Background: an optimization exercise with open tools, aiming at small area and a short achievable clock period. Do not read the settings as production practice. At most, simulation tests tie the RTL to the original design; equivalence was not proved. For run 2, only the layout was checked, not whether the RTL still works. Power and IR drop assume default switching activity.

==> flow/design.v, too long to show whole: its modules and the start of the top module <==
// module residual_block: 1159 lines
// module fa3: 4 lines
// module ha2: 4 lines
// module xor2: 3 lines
module residual_block (
    input clk,
    input rst,
    input start,
    output reg done,
    input  signed [127:0] input_tensor,
    input  [7:0]  conv1_weights_flat,
    input  [7:0]  conv1_bias_flat,
    input  [31:0] conv2_weights_flat,
    input  [7:0]  conv2_bias_flat,
    input  [7:0]  conv3_weights_flat,
    input  [7:0]  conv3_bias_flat,
    input  [7:0]  conv_shortcut_weights_flat,
    input  [7:0]  conv_shortcut_bias_flat,
    output reg signed [71:0] output_tensor
);
  // ...
==> flow/flow/run.sh <==
#!/bin/bash
set -euo pipefail
export BUFFER_PORTS_ARGS="-buffer_cell sky130_fd_sc_hd__buf_1"
export SETUP_SLACK_MARGIN=6.9
export TNS_END_PERCENT=0
bash standard.sh > standard_flow.log 2>&1
==> flow/standard.sh <==
#!/bin/bash
# synth_recipe.tcl (not shown) runs the flow's synth.tcl, then flattens the netlist and writes it again
# the make line also repeats each setting of config.mk as NAME=value (left out here)
make -C /OpenROAD-flow-scripts/flow DESIGN_CONFIG=/design/flow/config.mk WORK_HOME=/design/flow/orfs CLKGATE_MAP_FILE= SYNTH_SCRIPT=/design/flow/synth_recipe.tcl "${@:-finish}"
==> flow/config.mk <==
export PLATFORM = sky130hd
export DESIGN_NAME = residual_block
export DESIGN_NICKNAME = residual_block
export VERILOG_FILES = /design/flow/design.v
export SDC_FILE = /design/flow/constraint.sdc
export NUM_CORES = 4
export LEC_CHECK = 0
export CAP_MARGIN = 20
export CORE_MARGIN = 2
export CORE_UTILIZATION = 65
export CTS_CLUSTER_DIAMETER = 150
export CTS_CLUSTER_SIZE = 24
export SLEW_MARGIN = 20
export SYNTH_HIERARCHICAL = 1
==> flow/constraint.sdc <==
create_clock -name core_clock -period 10.0 [get_ports {clk}]
set_input_delay 2.0000 -clock core_clock [delete_from_list [all_inputs] [get_ports {clk}]]
set_output_delay 2.0000 -clock core_clock [all_outputs]
set_load 0.01 [all_outputs]
==> flow_summary.ini, run 1 <==
[status]
status = timing/DRC/antenna clean

[clock_network]
post-cts-setup-buffers = 1
cts_tree = done
cts_buffers = 15

[power]
powerSeq_mw = 1.94
power_frac_seq_pct = 22.5
power.leakage_nw = 7.70
power_leader = combinational cells
power_mw = 8.64
p_clk_share_pct = 7.3

[placement]
globalplace.congestion = 1.00
placedCellCount = 2146

[routing]
antenna_left = 0
top_layer = met4
vias_per_cell = 5.77
dr_wl_met3_mm = 2.84

[final_layout]
largest_reg_flops = 72
final_cells = 2170
final_cell_mix = 311 x nand2_1, 291 x buf_1, 206 x fa_1
non_clock_buffer_area_share_pct = 5.60
seq_share_pct = 32.1
num-multi-input-gates = 1093
design_area_um2 = 20300

[critical_path]
critPathBufInv = 0
critPathLaunchType = flop
endpoint = U3[9]
crit_type = reg2reg

[global_routing]
use_met2_pct = 55.3
top_usage_layer = met2
grtUsageTotal_pct = 30.7
use_met1_pct = 37.4

[sta]
layout_min_cycle_time_ns = 3.26

[yosys]
synth_top_area_share_pct = 22.5
syn_inst = 1527
synth.most_common_cell = nand2_1
synth_area_leaders = fa_1 22%, dfxtp_1 22%, edfxtp_1 13%
synthSimpleGateAreaFrac_pct = 9.58

[hold_path]
worstHoldPathCells = 1

[die]
chipWidth_um = 172
num_rows = 61

[flow_run]
maxCapViolCount = 0
==> run 2, diff against run 1 <==
==> flow/design.v (replaced) <==
`timescale 1ns / 1ps
module residual_block (
    input clk,
    input rst,
    input start,
    output reg done,
    input  signed [127:0] input_tensor,
    input  [7:0]  conv1_weights_flat,
    input  [7:0]  conv1_bias_flat,
    input  [31:0] conv2_weights_flat,
    input  [7:0]  conv2_bias_flat,
    input  [7:0]  conv3_weights_flat,
    input  [7:0]  conv3_bias_flat,
    input  [7:0]  conv_shortcut_weights_flat,
    input  [7:0]  conv_shortcut_bias_flat,
    output reg signed [71:0] output_tensor
);
    reg [3:0] cnt;
    always @(posedge clk or posedge rst) begin
        if (rst) begin
            cnt  <= 4'd0;
            done <= 1'b0;
        end else if (!start) begin
            cnt  <= 4'd0;
            done <= 1'b0;
        end else begin
            if (cnt != 4'd11) cnt <= cnt + 4'd1;
            if (cnt == 4'd11) done <= 1'b1;
        end
    end
    wire [3:0] cnt_inc = (cnt != 4'd11) ? cnt + 4'd1 : cnt;
    reg [1:0] ohn, own;
    always @(*) begin
        case (cnt_inc)
            4'd0: begin ohn = 2'd0; own = 2'd0; end
            4'd1: begin ohn = 2'd0; own = 2'd1; end
            4'd2: begin ohn = 2'd0; own = 2'd2; end
            4'd3: begin ohn = 2'd1; own = 2'd0; end
            4'd4: begin ohn = 2'd1; own = 2'd1; end
            4'd5: begin ohn = 2'd1; own = 2'd2; end
            4'd6: begin ohn = 2'd2; own = 2'd0; end
            4'd7: begin ohn = 2'd2; own = 2'd1; end
            default: begin ohn = 2'd2; own = 2'd2; end
        endcase
    end
    reg hr0, hr1, hc0, hc1, ohp, owp;
    always @(posedge clk) begin
        hr0 <= start & (ohn != 2'd0);
        hr1 <= start & (ohn == 2'd2);
        hc0 <= start & (own != 2'd0);
        hc1 <= start & (own == 2'd2);
        ohp <= start & ohn[0];
        owp <= start & own[0];
    end
    reg [7:0] X0, X1, X2, X3, WR0, WR1, WR2, WR3;
    always @(posedge clk) begin
        X0  <= input_tensor[{hr0, 1'b0, hc0, 1'b0}*8 +: 8];
        X1  <= input_tensor[{hr0, 1'b0, hc1, 1'b1}*8 +: 8];
        X2  <= input_tensor[{hr1, 1'b1, hc0, 1'b0}*8 +: 8];
        X3  <= input_tensor[{hr1, 1'b1, hc1, 1'b1}*8 +: 8];
        WR0 <= conv2_weights_flat[{ohp, owp}*8 +: 8];
        WR1 <= conv2_weights_flat[{ohp, ~owp}*8 +: 8];
        WR2 <= conv2_weights_flat[{~ohp, owp}*8 +: 8];
        WR3 <= conv2_weights_flat[{~ohp, ~owp}*8 +: 8];
    end
    reg first;
    reg [3:0] xs_i;
    always @(posedge clk) begin
        first <= !start;
        xs_i  <= (cnt_inc >= 4'd9) ? 4'd8 : cnt_inc - 4'd1;
    end
    reg [7:0] w1r, w3r, wsr;
    always @(posedge clk) begin
        w1r <= conv1_weights_flat;
        w3r <= conv3_weights_flat;
        wsr <= first ? conv3_weights_flat : conv_shortcut_weights_flat;
    end
    reg [7:0] Zr, swr;
    wire p1 = ~(w1r[0] & w3r[0]);
    wire p2 = ~(w1r[0] & w3r[1]);
    wire p3 = ~(w1r[0] & w3r[2]);
    wire p4 = ~(w1r[0] & w3r[3]);
    wire p5 = ~(w1r[0] & w3r[4]);
    wire p6 = ~(w1r[0] & w3r[5]);
    wire p7 = ~(w1r[0] & w3r[6]);
    wire p8 = ~(w1r[0] & w3r[7]);
    wire p9 = ~(w1r[1] & w3r[0]);
    wire p10 = ~(w1r[1] & w3r[1]);
    wire p11 = ~(w1r[1] & w3r[2]);
    wire p12 = ~(w1r[1] & w3r[3]);
    wire p13 = ~(w1r[1] & w3r[4]);
    wire p14 = ~(w1r[1] & w3r[5]);
    wire p15 = ~(w1r[1] & w3r[6]);
    wire p16 = ~(w1r[2] & w3r[0]);
    wire p17 = ~(w1r[2] & w3r[1]);
    wire p18 = ~(w1r[2] & w3r[2]);
    wire p19 = ~(w1r[2] & w3r[3]);
    wire p20 = ~(w1r[2] & w3r[4]);
    wire p21 = ~(w1r[2] & w3r[5]);
    wire p22 = ~(w1r[3] & w3r[0]);
    wire p23 = ~(w1r[3] & w3r[1]);
    wire p24 = ~(w1r[3] & w3r[2]);
    wire p25 = ~(w1r[3] & w3r[3]);
    wire p26 = ~(w1r[3] & w3r[4]);
    wire p27 = ~(w1r[4] & w3r[0]);
    wire p28 = ~(w1r[4] & w3r[1]);
    wire p29 = ~(w1r[4] & w3r[2]);
    wire p30 = ~(w1r[4] & w3r[3]);
    wire p31 = ~(w1r[5] & w3r[0]);
    wire p32 = ~(w1r[5] & w3r[1]);
    wire p33 = ~(w1r[5] & w3r[2]);
    wire p34 = ~(w1r[6] & w3r[0]);
    wire p35 = ~(w1r[6] & w3r[1]);
    wire p36 = ~(w1r[7] & w3r[0]);
    wire s37, c37;
    fa3 u37 (.a(p3), .b(p10), .c(p16), .s(s37), .co(c37));
    wire s38, c38;
    fa3 u38 (.a(p4), .b(p11), .c(p17), .s(s38), .co(c38));
    wire s39, c39;
    fa3 u39 (.a(p22), .b(c37), .c(s38), .s(s39), .co(c39));
    wire s40, c40;
    fa3 u40 (.a(p5), .b(p12), .c(p18), .s(s40), .co(c40));
    wire s41, c41;
    fa3 u41 (.a(p23), .b(p27), .c(c38), .s(s41), .co(c41));
    wire s42, c42;
    fa3 u42 (.a(s40), .b(c39), .c(s41), .s(s42), .co(c42));
    wire s43, c43;
    fa3 u43 (.a(p6), .b(p13), .c(p19), .s(s43), .co(c43));
    wire s44, c44;
    fa3 u44 (.a(p24), .b(p28), .c(p31), .s(s44), .co(c44));
    wire s45, c45;
    fa3 u45 (.a(c40), .b(s43), .c(s44), .s(s45), .co(c45));
    wire s46, c46;
    fa3 u46 (.a(c41), .b(s45), .c(c42), .s(s46), .co(c46));
    wire s47, c47;
    fa3 u47 (.a(p7), .b(p14), .c(p20), .s(s47), .co(c47));
    wire s48, c48;
    fa3 u48 (.a(p25), .b(p29), .c(p32), .s(s48), .co(c48));
    wire s49, c49;
    fa3 u49 (.a(p34), .b(c43), .c(c44), .s(s49), .co(c49));
    wire s50, c50;
    fa3 u50 (.a(s47), .b(s48), .c(c45), .s(s50), .co(c50));
    wire s51, c51;
    fa3 u51 (.a(s49), .b(s50), .c(c46), .s(s51), .co(c51));
    wire s52;
    xor2 u52 (.a(p8), .b(p15), .y(s52));
    wire s53;
    xor2 u53 (.a(p21), .b(p26), .y(s53));
    wire s54;
    xor2 u54 (.a(p30), .b(p33), .y(s54));
    wire s55;
    xor2 u55 (.a(p35), .b(p36), .y(s55));
    wire s56;
    xor2 u56 (.a(s52), .b(s53), .y(s56));
    wire s57;
    xor2 u57 (.a(s54), .b(s55), .y(s57));
    wire s58;
    xor2 u58 (.a(c47), .b(c48), .y(s58));
    wire s59;
    xor2 u59 (.a(s56), .b(s57), .y(s59));
    wire s60;
    xor2 u60 (.a(s58), .b(s59), .y(s60));
    wire s61;
    xor2 u61 (.a(c49), .b(s60), .y(s61));
    wire s62;
    xor2 u62 (.a(s61), .b(c50), .y(s62));
    reg [9:0] Wr;
    always @(posedge clk) Wr <= {c51, s62, s51, s46, s42, s39, s37, p9, p2, p1};
    wire p63 = ~(conv3_weights_flat[0] & conv1_bias_flat[0]);
    wire p64 = ~(conv3_weights_flat[0] & conv1_bias_flat[1]);
    wire p65 = ~(conv3_weights_flat[0] & conv1_bias_flat[2]);
    wire p66 = ~(conv3_weights_flat[0] & conv1_bias_flat[3]);
    wire p67 = ~(conv3_weights_flat[0] & conv1_bias_flat[4]);
    wire p68 = ~(conv3_weights_flat[0] & conv1_bias_flat[5]);
    wire p69 = ~(conv3_weights_flat[0] & conv1_bias_flat[6]);
    wire p70 = ~(conv3_weights_flat[0] & conv1_bias_flat[7]);
    wire p71 = ~(conv3_weights_flat[1] & conv1_bias_flat[0]);
    wire p72 = ~(conv3_weights_flat[1] & conv1_bias_flat[1]);
    wire p73 = ~(conv3_weights_flat[1] & conv1_bias_flat[2]);
    wire p74 = ~(conv3_weights_flat[1] & conv1_bias_flat[3]);
    wire p75 = ~(conv3_weights_flat[1] & conv1_bias_flat[4]);
    wire p76 = ~(conv3_weights_flat[1] & conv1_bias_flat[5]);
    wire p77 = ~(conv3_weights_flat[1] & conv1_bias_flat[6]);
    wire p78 = ~(conv3_weights_flat[2] & conv1_bias_flat[0]);
    wire p79 = ~(conv3_weights_flat[2] & conv1_bias_flat[1]);
    wire p80 = ~(conv3_weights_flat[2] & conv1_bias_flat[2]);
    wire p81 = ~(conv3_weights_flat[2] & conv1_bias_flat[3]);
    wire p82 = ~(conv3_weights_flat[2] & conv1_bias_flat[4]);
    wire p83 = ~(conv3_weights_flat[2] & conv1_bias_flat[5]);
    wire p84 = ~(conv3_weights_flat[3] & conv1_bias_flat[0]);
    wire p85 = ~(conv3_weights_flat[3] & conv1_bias_flat[1]);
    wire p86 = ~(conv3_weights_flat[3] & conv1_bias_flat[2]);
    wire p87 = ~(conv3_weights_flat[3] & conv1_bias_flat[3]);
    wire p88 = ~(conv3_weights_flat[3] & conv1_bias_flat[4]);
    wire p89 = ~(conv3_weights_flat[4] & conv1_bias_flat[0]);
    wire p90 = ~(conv3_weights_flat[4] & conv1_bias_flat[1]);
    wire p91 = ~(conv3_weights_flat[4] & conv1_bias_flat[2]);
    wire p92 = ~(conv3_weights_flat[4] & conv1_bias_flat[3]);
    wire p93 = ~(conv3_weights_flat[5] & conv1_bias_flat[0]);
    wire p94 = ~(conv3_weights_flat[5] & conv1_bias_flat[1]);
    wire p95 = ~(conv3_weights_flat[5] & conv1_bias_flat[2]);
    wire p96 = ~(conv3_weights_flat[6] & conv1_bias_flat[0]);
    wire p97 = ~(conv3_weights_flat[6] & conv1_bias_flat[1]);
    wire p98 = ~(conv3_weights_flat[7] & conv1_bias_flat[0]);
    wire s99, c99;
    fa3 u99 (.a(p65), .b(p72), .c(p78), .s(s99), .co(c99));
    wire s100, c100;
    fa3 u100 (.a(p66), .b(p73), .c(p79), .s(s100), .co(c100));
    wire s101, c101;
    fa3 u101 (.a(p84), .b(c99), .c(s100), .s(s101), .co(c101));
    wire s102, c102;
    fa3 u102 (.a(p67), .b(p74), .c(p80), .s(s102), .co(c102));
    wire s103, c103;
    fa3 u103 (.a(p85), .b(p89), .c(c100), .s(s103), .co(c103));
    wire s104, c104;
    fa3 u104 (.a(p68), .b(p75), .c(p81), .s(s104), .co(c104));
    wire s105, c105;
    fa3 u105 (.a(p86), .b(p90), .c(p93), .s(s105), .co(c105));
    wire s106, c106;
    fa3 u106 (.a(c102), .b(s104), .c(s105), .s(s106), .co(c106));
    wire s107, c107;
    fa3 u107 (.a(p69), .b(p76), .c(p82), .s(s107), .co(c107));
    wire s108, c108;
    fa3 u108 (.a(p87), .b(p91), .c(p94), .s(s108), .co(c108));
    wire s109, c109;
    fa3 u109 (.a(p96), .b(c104), .c(c105), .s(s109), .co(c109));
    wire s110;
    xor2 u110 (.a(p70), .b(p77), .y(s110));
    wire s111;
    xor2 u111 (.a(p83), .b(p88), .y(s111));
    wire s112;
    xor2 u112 (.a(p92), .b(p95), .y(s112));
    wire s113;
    xor2 u113 (.a(p97), .b(p98), .y(s113));
    wire s114;
    xor2 u114 (.a(s110), .b(s111), .y(s114));
    wire s115;
    xor2 u115 (.a(s112), .b(s113), .y(s115));
    wire s116;
    xor2 u116 (.a(c107), .b(c108), .y(s116));
    wire s117;
    xor2 u117 (.a(s114), .b(s115), .y(s117));
    wire s118;
    xor2 u118 (.a(s116), .b(s117), .y(s118));
    reg [15:0] Z1;
    always @(posedge clk) Z1 <= {s118, c109, s109, c106, s108, s107, s106, c103, s103, c101, s102, s101, s99, p71, p64, p63};
    wire n119 = ~Z1[10];
    wire n120 = ~Z1[5];
    wire n121 = ~Z1[8];
    wire s122, c122;
    fa3 u122 (.a(Z1[11]), .b(Z1[12]), .c(Z1[13]), .s(s122), .co(c122));
    wire n123 = ~Z1[10];
    wire s124;
    xor2 u124 (.a(Z1[14]), .b(Z1[15]), .y(s124));
    wire n125 = ~Z1[1];
    wire n126 = ~Z1[3];
    wire n127 = ~Z1[4];
    wire s128, c128;
    fa3 u128 (.a(Z1[6]), .b(Z1[7]), .c(n120), .s(s128), .co(c128));
    wire s129, c129;
    fa3 u129 (.a(Z1[5]), .b(Z1[9]), .c(n121), .s(s129), .co(c129));
    wire s130, c130;
    fa3 u130 (.a(Z1[8]), .b(n119), .c(s122), .s(s130), .co(c130));
    wire s131;
    xor2 u131 (.a(n123), .b(s124), .y(s131));
    wire s132;
    xor2 u132 (.a(c122), .b(s131), .y(s132));
    wire [7:0] Z_n_a = {s132, c129, c128, Z1[4], Z1[3], Z1[1], Z1[2], Z1[0]};
    wire [7:0] Z_n_b = {c130, s130, s129, s128, n127, n126, n125, 1'b0};
    wire [7:0] Z_n = ~(Z_n_a + Z_n_b);
    wire [7:0] sw_n = WR0 + WR1 + WR2 + WR3;
    always @(posedge clk) begin Zr <= Z_n; swr <= sw_n; end
    wire p133 = ~(X0[0] & WR0[0]);
    wire p134 = ~(X0[0] & WR0[1]);
    wire p135 = ~(X0[0] & WR0[2]);
    wire p136 = ~(X0[0] & WR0[3]);
    wire p137 = ~(X0[0] & WR0[4]);
    wire p138 = ~(X0[0] & WR0[5]);
    wire p139 = ~(X0[0] & WR0[6]);
    wire p140 = ~(X0[0] & WR0[7]);
    wire p141 = ~(X0[1] & WR0[0]);
    wire p142 = ~(X0[1] & WR0[1]);
    wire p143 = ~(X0[1] & WR0[2]);
    wire p144 = ~(X0[1] & WR0[3]);
    wire p145 = ~(X0[1] & WR0[4]);
    wire p146 = ~(X0[1] & WR0[5]);
    wire p147 = ~(X0[1] & WR0[6]);
    wire p148 = ~(X0[2] & WR0[0]);
    wire p149 = ~(X0[2] & WR0[1]);
    wire p150 = ~(X0[2] & WR0[2]);
    wire p151 = ~(X0[2] & WR0[3]);
    wire p152 = ~(X0[2] & WR0[4]);
    wire p153 = ~(X0[2] & WR0[5]);
    wire p154 = ~(X0[3] & WR0[0]);
    wire p155 = ~(X0[3] & WR0[1]);
    wire p156 = ~(X0[3] & WR0[2]);
    wire p157 = ~(X0[3] & WR0[3]);
    wire p158 = ~(X0[3] & WR0[4]);
    wire p159 = ~(X0[4] & WR0[0]);
    wire p160 = ~(X0[4] & WR0[1]);
    wire p161 = ~(X0[4] & WR0[2]);
    wire p162 = ~(X0[4] & WR0[3]);
    wire p163 = ~(X0[5] & WR0[0]);
    wire p164 = ~(X0[5] & WR0[1]);
    wire p165 = ~(X0[5] & WR0[2]);
    wire p166 = ~(X0[6] & WR0[0]);
    wire p167 = ~(X0[6] & WR0[1]);
    wire p168 = ~(X0[7] & WR0[0]);
    wire p169 = ~(X1[0] & WR1[0]);
    wire p170 = ~(X1[0] & WR1[1]);
    wire p171 = ~(X1[0] & WR1[2]);
    wire p172 = ~(X1[0] & WR1[3]);
    wire p173 = ~(X1[0] & WR1[4]);
    wire p174 = ~(X1[0] & WR1[5]);
    wire p175 = ~(X1[0] & WR1[6]);
    wire p176 = ~(X1[0] & WR1[7]);
    wire p177 = ~(X1[1] & WR1[0]);
    wire p178 = ~(X1[1] & WR1[1]);
    wire p179 = ~(X1[1] & WR1[2]);
    wire p180 = ~(X1[1] & WR1[3]);
    wire p181 = ~(X1[1] & WR1[4]);
    wire p182 = ~(X1[1] & WR1[5]);
    wire p183 = ~(X1[1] & WR1[6]);
    wire p184 = ~(X1[2] & WR1[0]);
    wire p185 = ~(X1[2] & WR1[1]);
    wire p186 = ~(X1[2] & WR1[2]);
    wire p187 = ~(X1[2] & WR1[3]);
    wire p188 = ~(X1[2] & WR1[4]);
    wire p189 = ~(X1[2] & WR1[5]);
    wire p190 = ~(X1[3] & WR1[0]);
    wire p191 = ~(X1[3] & WR1[1]);
    wire p192 = ~(X1[3] & WR1[2]);
    wire p193 = ~(X1[3] & WR1[3]);
    wire p194 = ~(X1[3] & WR1[4]);
    wire p195 = ~(X1[4] & WR1[0]);
    wire p196 = ~(X1[4] & WR1[1]);
    wire p197 = ~(X1[4] & WR1[2]);
    wire p198 = ~(X1[4] & WR1[3]);
    wire p199 = ~(X1[5] & WR1[0]);
    wire p200 = ~(X1[5] & WR1[1]);
    wire p201 = ~(X1[5] & WR1[2]);
    wire p202 = ~(X1[6] & WR1[0]);
    wire p203 = ~(X1[6] & WR1[1]);
    wire p204 = ~(X1[7] & WR1[0]);
    wire p205 = ~(X2[0] & WR2[0]);
    wire p206 = ~(X2[0] & WR2[1]);
    wire p207 = ~(X2[0] & WR2[2]);
    wire p208 = ~(X2[0] & WR2[3]);
    wire p209 = ~(X2[0] & WR2[4]);
    wire p210 = ~(X2[0] & WR2[5]);
    wire p211 = ~(X2[0] & WR2[6]);
    wire p212 = ~(X2[0] & WR2[7]);
    wire p213 = ~(X2[1] & WR2[0]);
    wire p214 = ~(X2[1] & WR2[1]);
    wire p215 = ~(X2[1] & WR2[2]);
    wire p216 = ~(X2[1] & WR2[3]);
    wire p217 = ~(X2[1] & WR2[4]);
    wire p218 = ~(X2[1] & WR2[5]);
    wire p219 = ~(X2[1] & WR2[6]);
    wire p220 = ~(X2[2] & WR2[0]);
    wire p221 = ~(X2[2] & WR2[1]);
    wire p222 = ~(X2[2] & WR2[2]);
    wire p223 = ~(X2[2] & WR2[3]);
    wire p224 = ~(X2[2] & WR2[4]);
    wire p225 = ~(X2[2] & WR2[5]);
    wire p226 = ~(X2[3] & WR2[0]);
    wire p227 = ~(X2[3] & WR2[1]);
    wire p228 = ~(X2[3] & WR2[2]);
    wire p229 = ~(X2[3] & WR2[3]);
    wire p230 = ~(X2[3] & WR2[4]);
    wire p231 = ~(X2[4] & WR2[0]);
    wire p232 = ~(X2[4] & WR2[1]);
    wire p233 = ~(X2[4] & WR2[2]);
    wire p234 = ~(X2[4] & WR2[3]);
    wire p235 = ~(X2[5] & WR2[0]);
    wire p236 = ~(X2[5] & WR2[1]);
    wire p237 = ~(X2[5] & WR2[2]);
    wire p238 = ~(X2[6] & WR2[0]);
    wire p239 = ~(X2[6] & WR2[1]);
    wire p240 = ~(X2[7] & WR2[0]);
    wire p241 = ~(X3[0] & WR3[0]);
    wire p242 = ~(X3[0] & WR3[1]);
    wire p243 = ~(X3[0] & WR3[2]);
    wire p244 = ~(X3[0] & WR3[3]);
    wire p245 = ~(X3[0] & WR3[4]);
    wire p246 = ~(X3[0] & WR3[5]);
    wire p247 = ~(X3[0] & WR3[6]);
    wire p248 = ~(X3[0] & WR3[7]);
    wire p249 = ~(X3[1] & WR3[0]);
    wire p250 = ~(X3[1] & WR3[1]);
    wire p251 = ~(X3[1] & WR3[2]);
    wire p252 = ~(X3[1] & WR3[3]);
    wire p253 = ~(X3[1] & WR3[4]);
    wire p254 = ~(X3[1] & WR3[5]);
    wire p255 = ~(X3[1] & WR3[6]);
    wire p256 = ~(X3[2] & WR3[0]);
    wire p257 = ~(X3[2] & WR3[1]);
    wire p258 = ~(X3[2] & WR3[2]);
    wire p259 = ~(X3[2] & WR3[3]);
    wire p260 = ~(X3[2] & WR3[4]);
    wire p261 = ~(X3[2] & WR3[5]);
    wire p262 = ~(X3[3] & WR3[0]);
    wire p263 = ~(X3[3] & WR3[1]);
    wire p264 = ~(X3[3] & WR3[2]);
    wire p265 = ~(X3[3] & WR3[3]);
    wire p266 = ~(X3[3] & WR3[4]);
    wire p267 = ~(X3[4] & WR3[0]);
    wire p268 = ~(X3[4] & WR3[1]);
    wire p269 = ~(X3[4] & WR3[2]);
    wire p270 = ~(X3[4] & WR3[3]);
    wire p271 = ~(X3[5] & WR3[0]);
    wire p272 = ~(X3[5] & WR3[1]);
    wire p273 = ~(X3[5] & WR3[2]);
    wire p274 = ~(X3[6] & WR3[0]);
    wire p275 = ~(X3[6] & WR3[1]);
    wire p276 = ~(X3[7] & WR3[0]);
    wire s277, c277;
    fa3 u277 (.a(p133), .b(p169), .c(p205), .s(s277), .co(c277));
    wire s278, c278;
    fa3 u278 (.a(p134), .b(p141), .c(p170), .s(s278), .co(c278));
    wire s279, c279;
    fa3 u279 (.a(p177), .b(p206), .c(p213), .s(s279), .co(c279));
    wire s280, c280;
    fa3 u280 (.a(p242), .b(p249), .c(c277), .s(s280), .co(c280));
    wire s281, c281;
    fa3 u281 (.a(s278), .b(s279), .c(s280), .s(s281), .co(c281));
    wire s282, c282;
    fa3 u282 (.a(p135), .b(p142), .c(p148), .s(s282), .co(c282));
    wire s283, c283;
    fa3 u283 (.a(p171), .b(p178), .c(p184), .s(s283), .co(c283));
    wire s284, c284;
    fa3 u284 (.a(p207), .b(p214), .c(p220), .s(s284), .co(c284));
    wire s285, c285;
    fa3 u285 (.a(p243), .b(p250), .c(p256), .s(s285), .co(c285));
    wire s286, c286;
    fa3 u286 (.a(c278), .b(c279), .c(s282), .s(s286), .co(c286));
    wire s287, c287;
    fa3 u287 (.a(s283), .b(s284), .c(s285), .s(s287), .co(c287));
    wire s288, c288;
    fa3 u288 (.a(c280), .b(s286), .c(s287), .s(s288), .co(c288));
    wire s289, c289;
    fa3 u289 (.a(p136), .b(p143), .c(p149), .s(s289), .co(c289));
    wire s290, c290;
    fa3 u290 (.a(p154), .b(p172), .c(p179), .s(s290), .co(c290));
    wire s291, c291;
    fa3 u291 (.a(p185), .b(p190), .c(p208), .s(s291), .co(c291));
    wire s292, c292;
    fa3 u292 (.a(p215), .b(p221), .c(p226), .s(s292), .co(c292));
    wire s293, c293;
    fa3 u293 (.a(p244), .b(p251), .c(p257), .s(s293), .co(c293));
    wire s294, c294;
    fa3 u294 (.a(p262), .b(c282), .c(c283), .s(s294), .co(c294));
    wire s295, c295;
    fa3 u295 (.a(c284), .b(c285), .c(s289), .s(s295), .co(c295));
    wire s296, c296;
    fa3 u296 (.a(s290), .b(s291), .c(s292), .s(s296), .co(c296));
    wire s297, c297;
    fa3 u297 (.a(s293), .b(c286), .c(c287), .s(s297), .co(c297));
    wire s298, c298;
    fa3 u298 (.a(s294), .b(s295), .c(s296), .s(s298), .co(c298));
    wire s299, c299;
    fa3 u299 (.a(c288), .b(s297), .c(s298), .s(s299), .co(c299));
    wire s300, c300;
    fa3 u300 (.a(p137), .b(p144), .c(p150), .s(s300), .co(c300));
    wire s301, c301;
    fa3 u301 (.a(p155), .b(p159), .c(p173), .s(s301), .co(c301));
    wire s302, c302;
    fa3 u302 (.a(p180), .b(p186), .c(p191), .s(s302), .co(c302));
    wire s303, c303;
    fa3 u303 (.a(p195), .b(p209), .c(p216), .s(s303), .co(c303));
    wire s304, c304;
    fa3 u304 (.a(p222), .b(p227), .c(p231), .s(s304), .co(c304));
    wire s305, c305;
    fa3 u305 (.a(p245), .b(p252), .c(p258), .s(s305), .co(c305));
    wire s306, c306;
    fa3 u306 (.a(p263), .b(p267), .c(c289), .s(s306), .co(c306));
    wire s307, c307;
    fa3 u307 (.a(c290), .b(c291), .c(c292), .s(s307), .co(c307));
    wire s308, c308;
    fa3 u308 (.a(c293), .b(s300), .c(s301), .s(s308), .co(c308));
    wire s309, c309;
    fa3 u309 (.a(s302), .b(s303), .c(s304), .s(s309), .co(c309));
    wire s310, c310;
    fa3 u310 (.a(s305), .b(c294), .c(c295), .s(s310), .co(c310));
    wire s311, c311;
    fa3 u311 (.a(c296), .b(s306), .c(s307), .s(s311), .co(c311));
    wire s312, c312;
    fa3 u312 (.a(s308), .b(s309), .c(c297), .s(s312), .co(c312));
    wire s313, c313;
    fa3 u313 (.a(c298), .b(s310), .c(s311), .s(s313), .co(c313));
    wire s314, c314;
    ha2 u314 (.a(s312), .b(c299), .s(s314), .co(c314));
    wire s315, c315;
    fa3 u315 (.a(p138), .b(p145), .c(p151), .s(s315), .co(c315));
    wire s316, c316;
    fa3 u316 (.a(p156), .b(p160), .c(p163), .s(s316), .co(c316));
    wire s317, c317;
    fa3 u317 (.a(p174), .b(p181), .c(p187), .s(s317), .co(c317));
    wire s318, c318;
    fa3 u318 (.a(p192), .b(p196), .c(p199), .s(s318), .co(c318));
    wire s319, c319;
    fa3 u319 (.a(p210), .b(p217), .c(p223), .s(s319), .co(c319));
    wire s320, c320;
    fa3 u320 (.a(p228), .b(p232), .c(p235), .s(s320), .co(c320));
    wire s321, c321;
    fa3 u321 (.a(p246), .b(p253), .c(p259), .s(s321), .co(c321));
    wire s322, c322;
    fa3 u322 (.a(p264), .b(p268), .c(p271), .s(s322), .co(c322));
    wire s323, c323;
    fa3 u323 (.a(c300), .b(c301), .c(c302), .s(s323), .co(c323));
    wire s324, c324;
    fa3 u324 (.a(c303), .b(c304), .c(c305), .s(s324), .co(c324));
    wire s325, c325;
    fa3 u325 (.a(s315), .b(s316), .c(s317), .s(s325), .co(c325));
    wire s326, c326;
    fa3 u326 (.a(s318), .b(s319), .c(s320), .s(s326), .co(c326));
    wire s327, c327;
    fa3 u327 (.a(s321), .b(s322), .c(c306), .s(s327), .co(c327));
    wire s328, c328;
    fa3 u328 (.a(c307), .b(c308), .c(c309), .s(s328), .co(c328));
    wire s329, c329;
    fa3 u329 (.a(s323), .b(s324), .c(s325), .s(s329), .co(c329));
    wire s330, c330;
    fa3 u330 (.a(s326), .b(c310), .c(c311), .s(s330), .co(c330));
    wire s331, c331;
    fa3 u331 (.a(s327), .b(s328), .c(s329), .s(s331), .co(c331));
    wire s332, c332;
    fa3 u332 (.a(p139), .b(p146), .c(p152), .s(s332), .co(c332));
    wire s333, c333;
    fa3 u333 (.a(p157), .b(p161), .c(p164), .s(s333), .co(c333));
    wire s334, c334;
    fa3 u334 (.a(p166), .b(p175), .c(p182), .s(s334), .co(c334));
    wire s335, c335;
    fa3 u335 (.a(p188), .b(p193), .c(p197), .s(s335), .co(c335));
    wire s336, c336;
    fa3 u336 (.a(p200), .b(p202), .c(p211), .s(s336), .co(c336));
    wire s337, c337;
    fa3 u337 (.a(p218), .b(p224), .c(p229), .s(s337), .co(c337));
    wire s338, c338;
    fa3 u338 (.a(p233), .b(p236), .c(p238), .s(s338), .co(c338));
    wire s339, c339;
    fa3 u339 (.a(p247), .b(p254), .c(p260), .s(s339), .co(c339));
    wire s340, c340;
    fa3 u340 (.a(p265), .b(p269), .c(p272), .s(s340), .co(c340));
    wire s341, c341;
    fa3 u341 (.a(p274), .b(c315), .c(c316), .s(s341), .co(c341));
    wire s342, c342;
    fa3 u342 (.a(c317), .b(c318), .c(c319), .s(s342), .co(c342));
    wire s343, c343;
    fa3 u343 (.a(c320), .b(c321), .c(c322), .s(s343), .co(c343));
    wire s344, c344;
    fa3 u344 (.a(s332), .b(s333), .c(s334), .s(s344), .co(c344));
    wire s345, c345;
    fa3 u345 (.a(s335), .b(s336), .c(s337), .s(s345), .co(c345));
    wire s346, c346;
    fa3 u346 (.a(s338), .b(s339), .c(s340), .s(s346), .co(c346));
    wire s347, c347;
    fa3 u347 (.a(c323), .b(c324), .c(c325), .s(s347), .co(c347));
    wire s348, c348;
    fa3 u348 (.a(c326), .b(s341), .c(s342), .s(s348), .co(c348));
    wire s349, c349;
    fa3 u349 (.a(s343), .b(s344), .c(s345), .s(s349), .co(c349));
    wire s350, c350;
    fa3 u350 (.a(s346), .b(c327), .c(c328), .s(s350), .co(c350));
    wire s351, c351;
    fa3 u351 (.a(c329), .b(s347), .c(s348), .s(s351), .co(c351));
    wire s352;
    xor2 u352 (.a(p140), .b(p147), .y(s352));
    wire s353;
    xor2 u353 (.a(p153), .b(p158), .y(s353));
    wire s354;
    xor2 u354 (.a(p162), .b(p165), .y(s354));
    wire s355;
    xor2 u355 (.a(p167), .b(p168), .y(s355));
    wire s356;
    xor2 u356 (.a(p176), .b(p183), .y(s356));
    wire s357;
    xor2 u357 (.a(p189), .b(p194), .y(s357));
    wire s358;
    xor2 u358 (.a(p198), .b(p201), .y(s358));
    wire s359;
    xor2 u359 (.a(p203), .b(p204), .y(s359));
    wire s360;
    xor2 u360 (.a(p212), .b(p219), .y(s360));
    wire s361;
    xor2 u361 (.a(p225), .b(p230), .y(s361));
    wire s362;
    xor2 u362 (.a(p234), .b(p237), .y(s362));
    wire s363;
    xor2 u363 (.a(p239), .b(p240), .y(s363));
    wire s364;
    xor2 u364 (.a(p248), .b(p255), .y(s364));
    wire s365;
    xor2 u365 (.a(p261), .b(p266), .y(s365));
    wire s366;
    xor2 u366 (.a(p270), .b(p273), .y(s366));
    wire s367;
    xor2 u367 (.a(p275), .b(p276), .y(s367));
    wire s368;
    xor2 u368 (.a(s352), .b(s353), .y(s368));
    wire s369;
    xor2 u369 (.a(s354), .b(s355), .y(s369));
    wire s370;
    xor2 u370 (.a(s356), .b(s357), .y(s370));
    wire s371;
    xor2 u371 (.a(s358), .b(s359), .y(s371));
    wire s372;
    xor2 u372 (.a(s360), .b(s361), .y(s372));
    wire s373;
    xor2 u373 (.a(s362), .b(s363), .y(s373));
    wire s374;
    xor2 u374 (.a(s364), .b(s365), .y(s374));
    wire s375;
    xor2 u375 (.a(s366), .b(s367), .y(s375));
    wire s376;
    xor2 u376 (.a(c332), .b(c333), .y(s376));
    wire s377;
    xor2 u377 (.a(c334), .b(c335), .y(s377));
    wire s378;
    xor2 u378 (.a(c336), .b(c337), .y(s378));
    wire s379;
    xor2 u379 (.a(c338), .b(c339), .y(s379));
    wire s380;
    xor2 u380 (.a(c340), .b(s368), .y(s380));
    wire s381;
    xor2 u381 (.a(s369), .b(s370), .y(s381));
    wire s382;
    xor2 u382 (.a(s371), .b(s372), .y(s382));
    wire s383;
    xor2 u383 (.a(s373), .b(s374), .y(s383));
    wire s384;
    xor2 u384 (.a(s375), .b(s376), .y(s384));
    wire s385;
    xor2 u385 (.a(s377), .b(s378), .y(s385));
    wire s386;
    xor2 u386 (.a(s379), .b(s380), .y(s386));
    wire s387;
    xor2 u387 (.a(s381), .b(s382), .y(s387));
    wire s388;
    xor2 u388 (.a(s383), .b(c341), .y(s388));
    wire s389;
    xor2 u389 (.a(c342), .b(c343), .y(s389));
    wire s390;
    xor2 u390 (.a(s384), .b(s385), .y(s390));
    wire s391;
    xor2 u391 (.a(s386), .b(s387), .y(s391));
    wire s392;
    xor2 u392 (.a(c344), .b(c345), .y(s392));
    wire s393;
    xor2 u393 (.a(c346), .b(s388), .y(s393));
    wire s394;
    xor2 u394 (.a(s389), .b(s390), .y(s394));
    wire s395;
    xor2 u395 (.a(s391), .b(s392), .y(s395));
    wire s396;
    xor2 u396 (.a(s393), .b(s394), .y(s396));
    wire s397;
    xor2 u397 (.a(c347), .b(c348), .y(s397));
    wire s398;
    xor2 u398 (.a(s395), .b(c349), .y(s398));
    wire s399;
    xor2 u399 (.a(s396), .b(s397), .y(s399));
    wire s400;
    xor2 u400 (.a(s398), .b(c350), .y(s400));
    wire s401;
    xor2 u401 (.a(s399), .b(c351), .y(s401));
    reg [19:0] S2;
    always @(posedge clk) S2 <= {s401, s400, s351, c331, s350, c330, s349, c314, s331, s330, c313, c312, s314, s313, s299, s288, c281, s281, s277, p241};
    reg [7:0] XS;
    always @(posedge clk) XS <= first ? conv2_bias_flat : input_tensor[xs_i*8 +: 8];
    wire n402 = ~(S2[8] ^ S2[9]);
    wire n403 = S2[8] | S2[9];
    wire n404 = ~(S2[13] ^ S2[14]);
    wire n405 = S2[13] | S2[14];
    wire s406, c406;
    ha2 u406 (.a(S2[15]), .b(S2[16]), .s(s406), .co(c406));
    wire n407 = ~S2[18];
    wire s408, c408;
    ha2 u408 (.a(S2[10]), .b(S2[11]), .s(s408), .co(c408));
    wire s409, c409;
    fa3 u409 (.a(S2[17]), .b(n403), .c(n404), .s(s409), .co(c409));
    wire s410;
    xor2 u410 (.a(S2[19]), .b(n407), .y(s410));
    wire s411;
    xor2 u411 (.a(n405), .b(c406), .y(s411));
    wire n412 = ~S2[0];
    wire n413 = ~S2[2];
    wire s414, c414;
    ha2 u414 (.a(S2[3]), .b(S2[4]), .s(s414), .co(c414));
    wire n415 = ~S2[5];
    wire n416 = ~(S2[6] ^ S2[7]);
    wire n417 = S2[6] | S2[7];
    wire s418, c418;
    fa3 u418 (.a(S2[12]), .b(n402), .c(s408), .s(s418), .co(c418));
    wire s419, c419;
    fa3 u419 (.a(c408), .b(s406), .c(s409), .s(s419), .co(c419));
    wire s420;
    xor2 u420 (.a(s410), .b(s411), .y(s420));
    wire s421;
    xor2 u421 (.a(c409), .b(s420), .y(s421));
    wire [7:0] S_a = {s421, c418, n417, S2[5], n415, S2[2], S2[0], S2[1]};
    wire [7:0] S_b = {c419, s419, s418, n416, c414, s414, n413, n412};
    wire [7:0] S = ~(S_a + S_b);
    wire n422 = ~Wr[1];
    wire n423 = ~Wr[3];
    wire n424 = ~Wr[4];
    wire n425 = ~Wr[5];
    wire n426 = ~Wr[6];
    wire n427 = ~Wr[7];
    wire n428 = ~Wr[8];
    wire s429;
    xor2 u429 (.a(Wr[7]), .b(Wr[9]), .y(s429));
    wire [7:0] Wv_a = {s429, Wr[6], Wr[5], Wr[4], Wr[3], Wr[1], Wr[2], Wr[0]};
    wire [7:0] Wv_b = {n428, n427, n426, n425, n424, n423, n422, 1'b0};
    wire [7:0] Wv = ~(Wv_a + Wv_b);
    wire p430 = ~(Wv[0] & S[0]);
    wire p431 = ~(Wv[0] & S[1]);
    wire p432 = ~(Wv[0] & S[2]);
    wire p433 = ~(Wv[0] & S[3]);
    wire p434 = ~(Wv[0] & S[4]);
    wire p435 = ~(Wv[0] & S[5]);
    wire p436 = ~(Wv[0] & S[6]);
    wire p437 = ~(Wv[0] & S[7]);
    wire p438 = ~(Wv[1] & S[0]);
    wire p439 = ~(Wv[1] & S[1]);
    wire p440 = ~(Wv[1] & S[2]);
    wire p441 = ~(Wv[1] & S[3]);
    wire p442 = ~(Wv[1] & S[4]);
    wire p443 = ~(Wv[1] & S[5]);
    wire p444 = ~(Wv[1] & S[6]);
    wire p445 = ~(Wv[2] & S[0]);
    wire p446 = ~(Wv[2] & S[1]);
    wire p447 = ~(Wv[2] & S[2]);
    wire p448 = ~(Wv[2] & S[3]);
    wire p449 = ~(Wv[2] & S[4]);
    wire p450 = ~(Wv[2] & S[5]);
    wire p451 = ~(Wv[3] & S[0]);
    wire p452 = ~(Wv[3] & S[1]);
    wire p453 = ~(Wv[3] & S[2]);
    wire p454 = ~(Wv[3] & S[3]);
    wire p455 = ~(Wv[3] & S[4]);
    wire p456 = ~(Wv[4] & S[0]);
    wire p457 = ~(Wv[4] & S[1]);
    wire p458 = ~(Wv[4] & S[2]);
    wire p459 = ~(Wv[4] & S[3]);
    wire p460 = ~(Wv[5] & S[0]);
    wire p461 = ~(Wv[5] & S[1]);
    wire p462 = ~(Wv[5] & S[2]);
    wire p463 = ~(Wv[6] & S[0]);
    wire p464 = ~(Wv[6] & S[1]);
    wire p465 = ~(Wv[7] & S[0]);
    wire s466, c466;
    fa3 u466 (.a(p432), .b(p439), .c(p445), .s(s466), .co(c466));
    wire s467, c467;
    fa3 u467 (.a(p433), .b(p440), .c(p446), .s(s467), .co(c467));
    wire s468, c468;
    fa3 u468 (.a(p451), .b(c466), .c(s467), .s(s468), .co(c468));
    wire s469, c469;
    fa3 u469 (.a(p434), .b(p441), .c(p447), .s(s469), .co(c469));
    wire s470, c470;
    fa3 u470 (.a(p452), .b(p456), .c(c467), .s(s470), .co(c470));
    wire s471, c471;
    fa3 u471 (.a(s469), .b(c468), .c(s470), .s(s471), .co(c471));
    wire s472, c472;
    fa3 u472 (.a(p435), .b(p442), .c(p448), .s(s472), .co(c472));
    wire s473, c473;
    fa3 u473 (.a(p453), .b(p457), .c(p460), .s(s473), .co(c473));
    wire s474, c474;
    fa3 u474 (.a(c469), .b(s472), .c(s473), .s(s474), .co(c474));
    wire s475, c475;
    ha2 u475 (.a(c470), .b(s474), .s(s475), .co(c475));
    wire s476, c476;
    fa3 u476 (.a(p436), .b(p443), .c(p449), .s(s476), .co(c476));
    wire s477, c477;
    fa3 u477 (.a(p454), .b(p458), .c(p461), .s(s477), .co(c477));
    wire s478, c478;
    fa3 u478 (.a(p463), .b(c472), .c(c473), .s(s478), .co(c478));
    wire s479, c479;
    fa3 u479 (.a(s476), .b(s477), .c(c474), .s(s479), .co(c479));
    wire s480;
    xor2 u480 (.a(p437), .b(p444), .y(s480));
    wire s481;
    xor2 u481 (.a(p450), .b(p455), .y(s481));
    wire s482;
    xor2 u482 (.a(p459), .b(p462), .y(s482));
    wire s483;
    xor2 u483 (.a(p464), .b(p465), .y(s483));
    wire s484;
    xor2 u484 (.a(s480), .b(s481), .y(s484));
    wire s485;
    xor2 u485 (.a(s482), .b(s483), .y(s485));
    wire s486;
    xor2 u486 (.a(c476), .b(c477), .y(s486));
    wire s487;
    xor2 u487 (.a(s484), .b(s485), .y(s487));
    wire s488;
    xor2 u488 (.a(s486), .b(s487), .y(s488));
    wire s489;
    xor2 u489 (.a(c478), .b(s488), .y(s489));
    reg [12:0] T3;
    always @(posedge clk) T3 <= {c479, s489, s479, c475, s478, c471, s475, s471, s468, s466, p438, p431, p430};
    wire [7:0] uadd = (cnt == 4'd1) ? conv3_bias_flat : conv_shortcut_bias_flat;
    wire p490 = ~(wsr[0] & XS[0]);
    wire p491 = ~(wsr[0] & XS[1]);
    wire p492 = ~(wsr[0] & XS[2]);
    wire p493 = ~(wsr[0] & XS[3]);
    wire p494 = ~(wsr[0] & XS[4]);
    wire p495 = ~(wsr[0] & XS[5]);
    wire p496 = ~(wsr[0] & XS[6]);
    wire p497 = ~(wsr[0] & XS[7]);
    wire p498 = ~(wsr[1] & XS[0]);
    wire p499 = ~(wsr[1] & XS[1]);
    wire p500 = ~(wsr[1] & XS[2]);
    wire p501 = ~(wsr[1] & XS[3]);
    wire p502 = ~(wsr[1] & XS[4]);
    wire p503 = ~(wsr[1] & XS[5]);
    wire p504 = ~(wsr[1] & XS[6]);
    wire p505 = ~(wsr[2] & XS[0]);
    wire p506 = ~(wsr[2] & XS[1]);
    wire p507 = ~(wsr[2] & XS[2]);
    wire p508 = ~(wsr[2] & XS[3]);
    wire p509 = ~(wsr[2] & XS[4]);
    wire p510 = ~(wsr[2] & XS[5]);
    wire p511 = ~(wsr[3] & XS[0]);
    wire p512 = ~(wsr[3] & XS[1]);
    wire p513 = ~(wsr[3] & XS[2]);
    wire p514 = ~(wsr[3] & XS[3]);
    wire p515 = ~(wsr[3] & XS[4]);
    wire p516 = ~(wsr[4] & XS[0]);
    wire p517 = ~(wsr[4] & XS[1]);
    wire p518 = ~(wsr[4] & XS[2]);
    wire p519 = ~(wsr[4] & XS[3]);
    wire p520 = ~(wsr[5] & XS[0]);
    wire p521 = ~(wsr[5] & XS[1]);
    wire p522 = ~(wsr[5] & XS[2]);
    wire p523 = ~(wsr[6] & XS[0]);
    wire p524 = ~(wsr[6] & XS[1]);
    wire p525 = ~(wsr[7] & XS[0]);
    wire n526 = ~uadd[0];
    wire n527 = ~uadd[1];
    wire n528 = ~uadd[2];
    wire n529 = ~uadd[3];
    wire n530 = ~uadd[4];
    wire n531 = ~uadd[5];
    wire n532 = ~uadd[6];
    wire n533 = ~uadd[7];
    wire s534, c534;
    fa3 u534 (.a(p491), .b(p498), .c(n527), .s(s534), .co(c534));
    wire s535, c535;
    fa3 u535 (.a(p492), .b(p499), .c(p505), .s(s535), .co(c535));
    wire s536, c536;
    ha2 u536 (.a(s535), .b(n528), .s(s536), .co(c536));
    wire s537, c537;
    fa3 u537 (.a(p493), .b(p500), .c(p506), .s(s537), .co(c537));
    wire s538, c538;
    fa3 u538 (.a(p511), .b(c535), .c(s537), .s(s538), .co(c538));
    wire s539, c539;
    fa3 u539 (.a(s538), .b(n529), .c(c536), .s(s539), .co(c539));
    wire s540, c540;
    fa3 u540 (.a(p494), .b(p501), .c(p507), .s(s540), .co(c540));
    wire s541, c541;
    fa3 u541 (.a(p512), .b(p516), .c(c537), .s(s541), .co(c541));
    wire s542, c542;
    fa3 u542 (.a(s540), .b(c538), .c(s541), .s(s542), .co(c542));
    wire s543, c543;
    ha2 u543 (.a(s542), .b(n530), .s(s543), .co(c543));
    wire s544, c544;
    fa3 u544 (.a(p495), .b(p502), .c(p508), .s(s544), .co(c544));
    wire s545, c545;
    fa3 u545 (.a(p513), .b(p517), .c(p520), .s(s545), .co(c545));
    wire s546, c546;
    fa3 u546 (.a(c540), .b(s544), .c(s545), .s(s546), .co(c546));
    wire s547, c547;
    fa3 u547 (.a(c541), .b(s546), .c(c542), .s(s547), .co(c547));
    wire s548, c548;
    fa3 u548 (.a(s547), .b(n531), .c(c543), .s(s548), .co(c548));
    wire s549, c549;
    fa3 u549 (.a(p496), .b(p503), .c(p509), .s(s549), .co(c549));
    wire s550, c550;
    fa3 u550 (.a(p514), .b(p518), .c(p521), .s(s550), .co(c550));
    wire s551, c551;
    fa3 u551 (.a(p523), .b(c544), .c(c545), .s(s551), .co(c551));
    wire s552, c552;
    fa3 u552 (.a(s549), .b(s550), .c(c546), .s(s552), .co(c552));
    wire s553, c553;
    fa3 u553 (.a(s551), .b(s552), .c(c547), .s(s553), .co(c553));
    wire s554, c554;
    ha2 u554 (.a(n532), .b(s553), .s(s554), .co(c554));
    wire s555;
    xor2 u555 (.a(p497), .b(p504), .y(s555));
    wire s556;
    xor2 u556 (.a(p510), .b(p515), .y(s556));
    wire s557;
    xor2 u557 (.a(p519), .b(p522), .y(s557));
    wire s558;
    xor2 u558 (.a(p524), .b(p525), .y(s558));
    wire s559;
    xor2 u559 (.a(s555), .b(s556), .y(s559));
    wire s560;
    xor2 u560 (.a(s557), .b(s558), .y(s560));
    wire s561;
    xor2 u561 (.a(c549), .b(c550), .y(s561));
    wire s562;
    xor2 u562 (.a(s559), .b(s560), .y(s562));
    wire s563;
    xor2 u563 (.a(s561), .b(s562), .y(s563));
    wire s564;
    xor2 u564 (.a(c551), .b(s563), .y(s564));
    wire s565;
    xor2 u565 (.a(s564), .b(c552), .y(s565));
    wire s566;
    xor2 u566 (.a(s565), .b(n533), .y(s566));
    wire s567;
    xor2 u567 (.a(c553), .b(s566), .y(s567));
    reg [12:0] U3;
    always @(posedge clk) U3 <= {s567, c554, c548, s554, s548, c539, s543, s539, c534, s536, s534, n526, p490};
    wire p568 = ~(Zr[0] & swr[0]);
    wire p569 = ~(Zr[0] & swr[1]);
    wire p570 = ~(Zr[0] & swr[2]);
    wire p571 = ~(Zr[0] & swr[3]);
    wire p572 = ~(Zr[0] & swr[4]);
    wire p573 = ~(Zr[0] & swr[5]);
    wire p574 = ~(Zr[0] & swr[6]);
    wire p575 = ~(Zr[0] & swr[7]);
    wire p576 = ~(Zr[1] & swr[0]);
    wire p577 = ~(Zr[1] & swr[1]);
    wire p578 = ~(Zr[1] & swr[2]);
    wire p579 = ~(Zr[1] & swr[3]);
    wire p580 = ~(Zr[1] & swr[4]);
    wire p581 = ~(Zr[1] & swr[5]);
    wire p582 = ~(Zr[1] & swr[6]);
    wire p583 = ~(Zr[2] & swr[0]);
    wire p584 = ~(Zr[2] & swr[1]);
    wire p585 = ~(Zr[2] & swr[2]);
    wire p586 = ~(Zr[2] & swr[3]);
    wire p587 = ~(Zr[2] & swr[4]);
    wire p588 = ~(Zr[2] & swr[5]);
    wire p589 = ~(Zr[3] & swr[0]);
    wire p590 = ~(Zr[3] & swr[1]);
    wire p591 = ~(Zr[3] & swr[2]);
    wire p592 = ~(Zr[3] & swr[3]);
    wire p593 = ~(Zr[3] & swr[4]);
    wire p594 = ~(Zr[4] & swr[0]);
    wire p595 = ~(Zr[4] & swr[1]);
    wire p596 = ~(Zr[4] & swr[2]);
    wire p597 = ~(Zr[4] & swr[3]);
    wire p598 = ~(Zr[5] & swr[0]);
    wire p599 = ~(Zr[5] & swr[1]);
    wire p600 = ~(Zr[5] & swr[2]);
    wire p601 = ~(Zr[6] & swr[0]);
    wire p602 = ~(Zr[6] & swr[1]);
    wire p603 = ~(Zr[7] & swr[0]);
    wire s604, c604;
    fa3 u604 (.a(U3[0]), .b(U3[1]), .c(p568), .s(s604), .co(c604));
    wire s605, c605;
    fa3 u605 (.a(U3[2]), .b(p569), .c(p576), .s(s605), .co(c605));
    wire s606, c606;
    fa3 u606 (.a(U3[3]), .b(U3[4]), .c(p570), .s(s606), .co(c606));
    wire s607, c607;
    fa3 u607 (.a(p577), .b(p583), .c(c605), .s(s607), .co(c607));
    wire s608, c608;
    fa3 u608 (.a(U3[5]), .b(p571), .c(p578), .s(s608), .co(c608));
    wire s609, c609;
    fa3 u609 (.a(p584), .b(p589), .c(c606), .s(s609), .co(c609));
    wire s610, c610;
    fa3 u610 (.a(s608), .b(c607), .c(s609), .s(s610), .co(c610));
    wire s611, c611;
    fa3 u611 (.a(U3[6]), .b(U3[7]), .c(p572), .s(s611), .co(c611));
    wire s612, c612;
    fa3 u612 (.a(p579), .b(p585), .c(p590), .s(s612), .co(c612));
    wire s613, c613;
    fa3 u613 (.a(p594), .b(c608), .c(s611), .s(s613), .co(c613));
    wire s614, c614;
    fa3 u614 (.a(s612), .b(c609), .c(s613), .s(s614), .co(c614));
    wire s615, c615;
    fa3 u615 (.a(U3[8]), .b(p573), .c(p580), .s(s615), .co(c615));
    wire s616, c616;
    fa3 u616 (.a(p586), .b(p591), .c(p595), .s(s616), .co(c616));
    wire s617, c617;
    fa3 u617 (.a(p598), .b(c611), .c(c612), .s(s617), .co(c617));
    wire s618, c618;
    fa3 u618 (.a(s615), .b(s616), .c(c613), .s(s618), .co(c618));
    wire s619, c619;
    fa3 u619 (.a(s617), .b(c614), .c(s618), .s(s619), .co(c619));
    wire s620, c620;
    fa3 u620 (.a(U3[9]), .b(U3[10]), .c(p574), .s(s620), .co(c620));
    wire s621, c621;
    fa3 u621 (.a(p581), .b(p587), .c(p592), .s(s621), .co(c621));
    wire s622, c622;
    fa3 u622 (.a(p596), .b(p599), .c(p601), .s(s622), .co(c622));
    wire s623, c623;
    fa3 u623 (.a(c615), .b(c616), .c(s620), .s(s623), .co(c623));
    wire s624, c624;
    fa3 u624 (.a(s621), .b(s622), .c(c617), .s(s624), .co(c624));
    wire s625, c625;
    fa3 u625 (.a(s623), .b(c618), .c(s624), .s(s625), .co(c625));
    wire s626;
    xor2 u626 (.a(U3[11]), .b(U3[12]), .y(s626));
    wire s627;
    xor2 u627 (.a(p575), .b(p582), .y(s627));
    wire s628;
    xor2 u628 (.a(p588), .b(p593), .y(s628));
    wire s629;
    xor2 u629 (.a(p597), .b(p600), .y(s629));
    wire s630;
    xor2 u630 (.a(p602), .b(p603), .y(s630));
    wire s631;
    xor2 u631 (.a(s626), .b(s627), .y(s631));
    wire s632;
    xor2 u632 (.a(s628), .b(s629), .y(s632));
    wire s633;
    xor2 u633 (.a(s630), .b(c620), .y(s633));
    wire s634;
    xor2 u634 (.a(c621), .b(c622), .y(s634));
    wire s635;
    xor2 u635 (.a(s631), .b(s632), .y(s635));
    wire s636;
    xor2 u636 (.a(s633), .b(s634), .y(s636));
    wire s637;
    xor2 u637 (.a(s635), .b(s636), .y(s637));
    wire s638;
    xor2 u638 (.a(c623), .b(s637), .y(s638));
    wire s639;
    xor2 u639 (.a(c624), .b(s638), .y(s639));
    reg [12:0] Cp;
    always @(posedge clk) if (cnt == 4'd2) Cp <= {c625, s639, s625, c619, s619, s614, c610, s610, s607, s606, s605, c604, s604};
    wire n640 = ~(T3[8] ^ T3[9]);
    wire n641 = T3[8] | T3[9];
    wire n642 = ~T3[11];
    wire s643;
    xor2 u643 (.a(T3[12]), .b(Cp[11]), .y(s643));
    wire s644, c644;
    ha2 u644 (.a(T3[1]), .b(T3[2]), .s(s644), .co(c644));
    wire n645 = ~(T3[3] ^ Cp[3]);
    wire n646 = T3[3] | Cp[3];
    wire n647 = ~T3[4];
    wire n648 = ~(T3[5] ^ Cp[6]);
    wire n649 = T3[5] | Cp[6];
    wire n650 = ~(T3[6] ^ T3[7]);
    wire n651 = T3[6] | T3[7];
    wire s652, c652;
    fa3 u652 (.a(T3[10]), .b(Cp[9]), .c(Cp[10]), .s(s652), .co(c652));
    wire s653;
    xor2 u653 (.a(Cp[12]), .b(n642), .y(s653));
    wire s654;
    xor2 u654 (.a(n641), .b(s643), .y(s654));
    wire n655 = ~T3[0];
    wire s656, c656;
    fa3 u656 (.a(Cp[1]), .b(Cp[2]), .c(s644), .s(s656), .co(c656));
    wire s657, c657;
    fa3 u657 (.a(Cp[4]), .b(c644), .c(n645), .s(s657), .co(c657));
    wire s658, c658;
    fa3 u658 (.a(Cp[5]), .b(n647), .c(n646), .s(s658), .co(c658));
    wire s659, c659;
    fa3 u659 (.a(T3[4]), .b(Cp[7]), .c(n648), .s(s659), .co(c659));
    wire s660, c660;
    fa3 u660 (.a(Cp[8]), .b(n649), .c(n650), .s(s660), .co(c660));
    wire s661, c661;
    fa3 u661 (.a(n651), .b(n640), .c(s652), .s(s661), .co(c661));
    wire s662;
    xor2 u662 (.a(s653), .b(c652), .y(s662));
    wire s663;
    xor2 u663 (.a(s654), .b(s662), .y(s663));
    wire [7:0] T_a = {s663, c660, c659, c658, c657, s657, T3[0], Cp[0]};
    wire [7:0] T_b = {c661, s661, s660, s659, s658, c656, s656, n655};
    wire [7:0] T = ~(T_a + T_b);
    wire n664 = ~(T3[8] ^ T3[9]);
    wire n665 = T3[8] | T3[9];
    wire n666 = ~T3[11];
    wire s667;
    xor2 u667 (.a(T3[12]), .b(Cp[11]), .y(s667));
    wire n668 = ~T3[0];
    wire s669, c669;
    fa3 u669 (.a(T3[1]), .b(T3[2]), .c(Cp[1]), .s(s669), .co(c669));
    wire n670 = ~(T3[3] ^ Cp[3]);
    wire n671 = T3[3] | Cp[3];
    wire s672, c672;
    ha2 u672 (.a(Cp[4]), .b(U3[3]), .s(s672), .co(c672));
    wire n673 = ~(T3[4] ^ Cp[5]);
    wire n674 = T3[4] | Cp[5];
    wire n675 = ~(T3[5] ^ Cp[6]);
    wire n676 = T3[5] | Cp[6];
    wire s677, c677;
    ha2 u677 (.a(Cp[7]), .b(U3[6]), .s(s677), .co(c677));
    wire n678 = ~(T3[6] ^ T3[7]);
    wire n679 = T3[6] | T3[7];
    wire s680, c680;
    ha2 u680 (.a(Cp[8]), .b(U3[8]), .s(s680), .co(c680));
    wire s681, c681;
    fa3 u681 (.a(T3[10]), .b(Cp[9]), .c(Cp[10]), .s(s681), .co(c681));
    wire s682, c682;
    fa3 u682 (.a(U3[9]), .b(U3[10]), .c(n664), .s(s682), .co(c682));
    wire s683;
    xor2 u683 (.a(Cp[12]), .b(U3[11]), .y(s683));
    wire s684;
    xor2 u684 (.a(U3[12]), .b(n666), .y(s684));
    wire s685;
    xor2 u685 (.a(n665), .b(s667), .y(s685));
    wire s686, c686;
    ha2 u686 (.a(Cp[0]), .b(U3[0]), .s(s686), .co(c686));
    wire s687, c687;
    fa3 u687 (.a(T3[0]), .b(Cp[2]), .c(U3[2]), .s(s687), .co(c687));
    wire s688, c688;
    fa3 u688 (.a(U3[4]), .b(n670), .c(s672), .s(s688), .co(c688));
    wire s689, c689;
    fa3 u689 (.a(U3[5]), .b(n671), .c(c672), .s(s689), .co(c689));
    wire s690, c690;
    fa3 u690 (.a(U3[7]), .b(n674), .c(n675), .s(s690), .co(c690));
    wire s691, c691;
    fa3 u691 (.a(n676), .b(c677), .c(n678), .s(s691), .co(c691));
    wire s692, c692;
    fa3 u692 (.a(n679), .b(c680), .c(s681), .s(s692), .co(c692));
    wire s693;
    xor2 u693 (.a(s683), .b(s684), .y(s693));
    wire s694;
    xor2 u694 (.a(c681), .b(s685), .y(s694));
    wire s695, c695;
    ha2 u695 (.a(U3[1]), .b(n668), .s(s695), .co(c695));
    wire s696, c696;
    fa3 u696 (.a(c686), .b(s687), .c(s669), .s(s696), .co(c696));
    wire s697, c697;
    fa3 u697 (.a(c687), .b(c669), .c(s688), .s(s697), .co(c697));
    wire s698, c698;
    fa3 u698 (.a(n673), .b(s689), .c(c688), .s(s698), .co(c698));
    wire s699, c699;
    fa3 u699 (.a(s677), .b(c689), .c(s690), .s(s699), .co(c699));
    wire s700, c700;
    fa3 u700 (.a(s680), .b(c690), .c(s691), .s(s700), .co(c700));
    wire s701, c701;
    fa3 u701 (.a(c691), .b(s682), .c(s692), .s(s701), .co(c701));
    wire s702;
    xor2 u702 (.a(s693), .b(c682), .y(s702));
    wire s703;
    xor2 u703 (.a(s694), .b(c692), .y(s703));
    wire s704;
    xor2 u704 (.a(s702), .b(s703), .y(s704));
    wire [7:0] TU_a = {s704, c700, c699, c698, c697, c696, c695, s686};
    wire [7:0] TU_b = {c701, s701, s700, s699, s698, s697, s696, s695};
    wire [7:0] TU = ~(TU_a + TU_b);
    wire [7:0] Um1_a = {U3[11], U3[9], U3[8], U3[6], U3[5], U3[3], U3[2], U3[0]};
    wire [7:0] Um1_b = {U3[12], U3[10], 1'b0, U3[7], 1'b0, U3[4], 1'b0, U3[1]};
    wire [7:0] Um1 = ~(Um1_a + Um1_b);
    wire [7:0] O = T[7] ? Um1 : TU;
    reg shift;
    always @(posedge clk) shift <= start & !done & (cnt != 4'd11) & (cnt_inc >= 4'd4);
    always @(posedge clk) output_tensor[71:64] <= O;
    always @(posedge clk)
        if (shift) output_tensor[63:0] <= output_tensor[71:8];
endmodule
module fa3 (input a, input b, input c, output s, output co);
    assign s  = a ^ b ^ c;
    assign co = (a & b) | (a & c) | (b & c);
endmodule
module ha2 (input a, input b, output s, output co);
    assign s  = a ^ b;
    assign co = a & b;
endmodule
module xor2 (input a, input b, output y);
    assign y = a ^ b;
endmodule
==> flow/flow/run.sh (replaced) <==
#!/bin/bash
set -euo pipefail
export BUFFER_PORTS_ARGS="-buffer_cell sky130_fd_sc_hd__buf_1"
export SETUP_SLACK_MARGIN=6.7
export TNS_END_PERCENT=0
bash standard.sh > standard_flow.log 2>&1
==> run 2 against run 1 <==
  * Still clean
  * Non-clock buffer count shrank 1
  * Clock power is 2% higher
  * Synthesized cell count fell by 0.26%
  * Largest cell class unchanged
  * Largest power group unchanged
==> flow_summary.ini, run 2 <==
[status]
status = timing/DRC/antenna clean

[sta]
worstMarginPinSlew_ns = 1.00
max_freq_mhz = 277
rsz0062_at_grt = true
layout_min_cycle_time_ns = 3.60
fin_crit_sh_pct = 36.0
slew_headroom_pct = 33.0
final_hold_viol_count = 0
skew_ns = 0.0208
setup_viol = 0
tns_ns = 0
finalMaxSlewViolations = 0

[final_layout]
syn2layout_area_growth_pct = 9.88
reg.largest.list = output_tensor x72, S2 x20, Z1 x16
fillers = 2011
layout_commonest_cell = nand2_1
final_layout_size_suffix_gt1_share_pct = 8.52
final_cell_mix = 307 x nand2_1, 291 x buf_1, 200 x fa_1
fin_nets = 2269
largest_reg_flops = 72
top_register = output_tensor

[power]
power_mw = 8.10
power.density_nw_per_um2 = 400
peakVddDrop_mv = 0.478
power.leakage_nw = 7.74

[placement]
hpwl_mm = 36.1
numPortBuffers = 291
globalplace.congestion = 0.965

[global_routing]
grt_pass1_wl_mm = 67.5
grt_overflow = 0
antenna_found_initial = 5
grtUsageTotal_pct = 30.4
grt_pass1_vias = 12600
grt_start_max_net_pins = 65

[critical_path]
path_cells = inv_1 -> ha_1 -> inv_2 -> fa_1 -> fa_1 -> ha_4 -> buf_4 -> a21oi_1 -> o31ai_2 -> mux2i_1 -> xor2_1 -> xor2_1 -> xor2_1 -> xor2_1 -> xor2_1
crit_top_cell = xor2_1
crit_type = reg2reg
cp.arrival_ns = 4.04
critPathSlowestCell = fa_1
r2r_end = T3[11]
ff2ff_setup_slack_ns = 6.40
worst-path-max-fanout = 6
end_kind = flop
rr_startpoint = S2[13]
critPathLaunchType = flop
critPathRequiredTime_ns = 10.43
endpoint = T3[11]
r2r_cells = 15
cpPeakStageDelay_ns = 0.59
crit_start = S2[13]

[routing]
firstDrtPassIters = 5
drc = 0
wl_per_cell_um = 20.3
drt-total-wl_mm = 44.0
vias_per_cell = 5.70
antenna_left = 0
vias = 12400
drt_iter0_markers = 702

[clock_network]
cts_buffers = 15
cts.htree.levels = 1
cts_tree = done
clk_pin_slew_worst_paths_ns = 0.10
insertion_delay_ns = 0.50
ctsHoldBuffers = 0
cts.sinks = 286
clockBufferDepth = 3
clockRootBuffer = clkbuf_16

[hold_path]
min_path_type = reg2reg

[yosys]
syn_inst = 1523
ys.flop_type = dfxtp_1
synth_seq_area_share_pct = 35.4
synth.most_common_cell = nand2_1
avgSynthCellArea_um2 = 12.1
yosysWarnings = 7
ys_top_cells_by_count = 307 x nand2_1, 204 x dfxtp_1, 200 x fa_1
ys_types = 48
syn_area_um2 = 18400
synth-edff-count = 77
synth-seq-cells = 286
synth_top_area_share_pct = 22.1
syn_nets = 2014
yosys.area.top_type = dfxtp_1
async_reset_ff_share_pct = 1.75
synth_area_leaders = dfxtp_1 22%, fa_1 22%, edfxtp_1 13%

[die]
dieArea_um2 = 29700
chipWidth_um = 172
core_area_um2 = 27900
die_h_um = 172
num_rows = 61
initial_core_util_pct = 66.2
io_pins = 292

[flow_run]
maxCapViolCount = 0
==> run 2: changes by cell type after synthesis, sizes merged, moves of 5 or more <==
cell,change
inv,+24
nor2,-36
o21ai,-7
nor2b,+7
o221a,-5
a211oi,+6
fa,-7
ha,+5
mux2i,+9
nand2,-6
a221oi,+8
==> run 2: worst min-delay path by stage <==
| stage | from | end | slack [ns] | cells after the start |
|---|---|---|---|---|
| after CTS | Z1[0] | Zr[0] | 0.42 | 1 |
| after global placement | output_tensor[68] | output_tensor[60] | 0.42 | 0 |
| final | Z1[0] | Zr[0] | 0.41 | 1 |
| after global routing | Z1[0] | Zr[0] | 0.43 | 1 |
| after detailed placement | Z1[0] | Zr[0] | 0.42 | 1 |
| after floorplan | Z1[0] | Zr[0] | 0.34 | 1 |
==> run 2: power by group <==
part           total [mW]  switching [mW]  leakage [nW]  internal (mW)
clock               0.646           0.355         0.202          0.291
combinational        5.52            2.96          5.06           2.56
sequential           1.93           0.334          2.49           1.60
==> run 2: layout make-up <==
cell class / instances / area, um^2 / area share [%]
sequential: 286 / 6530 / 32.2
clock buffer: 24 / 419 / 2.07
multi-input combinational: 1062 / 11300 / 55.6
antenna: 5 / 12.5 / 0.0618
inverter: 118 / 443 / 2.19
tap: 378 / 473 / 2.33
timing repair buffer: 295 / 1120 / 5.54
==> run 2: what timing repair did <==
item / in CTS / in global routing
setup endpoints to repair: 4 / 12
pin swaps: 3 / 7
cloned: 0 / 0
resized for setup: 1 / 5
buffers inserted: 0 / 1
==> run 2: logic make-up (layout without fill, tap and decap cells) <==
kind of cell	Yosys count	in the layout	share of synthesized area, %
xor gates and xnor gates	170	170	8.12
and+or+nand+nor	400	400	9.05
DFF	286	286	35.4
adders and majority gates	272	272	26.6
other	0	5	0
muxes	137	137	14.0
AOI/OAI and AO/OA	83	83	3.09
buffers and inverters	175	437	3.75
==> run 2: modules after synthesis, one instance, submodules excluded <==
module	flops+latches	cells	area, um^2
ha2	0	1	12.5
residual_block	286	1198	13500
fa3	0	1	20.0
xor2	0	1	8.76
==> run 2: worst max-delay path: cells and delay by family (launching register included) <==
family          cells  cell delay, ns
buf+inv             3            0.22
flops               1            0.32
mux                 1            0.18
fa+ha+maj           4            1.56
xor+xnor            5            0.95
compound gates      2            0.33
==> run 2: per-layer routing <==
layer,part of all wire (%),up-vias,track usage (%)
li1,-,5581,-
met1,39,6165,38.1
met2,51,526,53.7
met3,6.4,86,4.44
met4,4.0,0,11.5
met5,0,-,0
==> run 2: through the flow <==
step                worst slack [ns]  instances  utilization, %  hold WS, ns  instance area [um^2]
floorplan                       6.55       1523               -        0.338                 18500
global placement                6.43       2138            71.1        0.415                 19800
detailed placement              6.36       2138            71.1        0.415                 19800
CTS                             6.47       2162            72.6        0.424                 20200
global route                    6.26       2168            72.7        0.430                 20300
finish                          6.40       2168            72.7        0.409                 20300

Check on run 2: ideal ports give 6.395 ns setup slack; a clkbuf_16 on the clock port and buf_2 on the inputs give 6.395 ns; moving port delays by the midpoint clock arrival (0.539 ns) as well gives 6.368 ns.
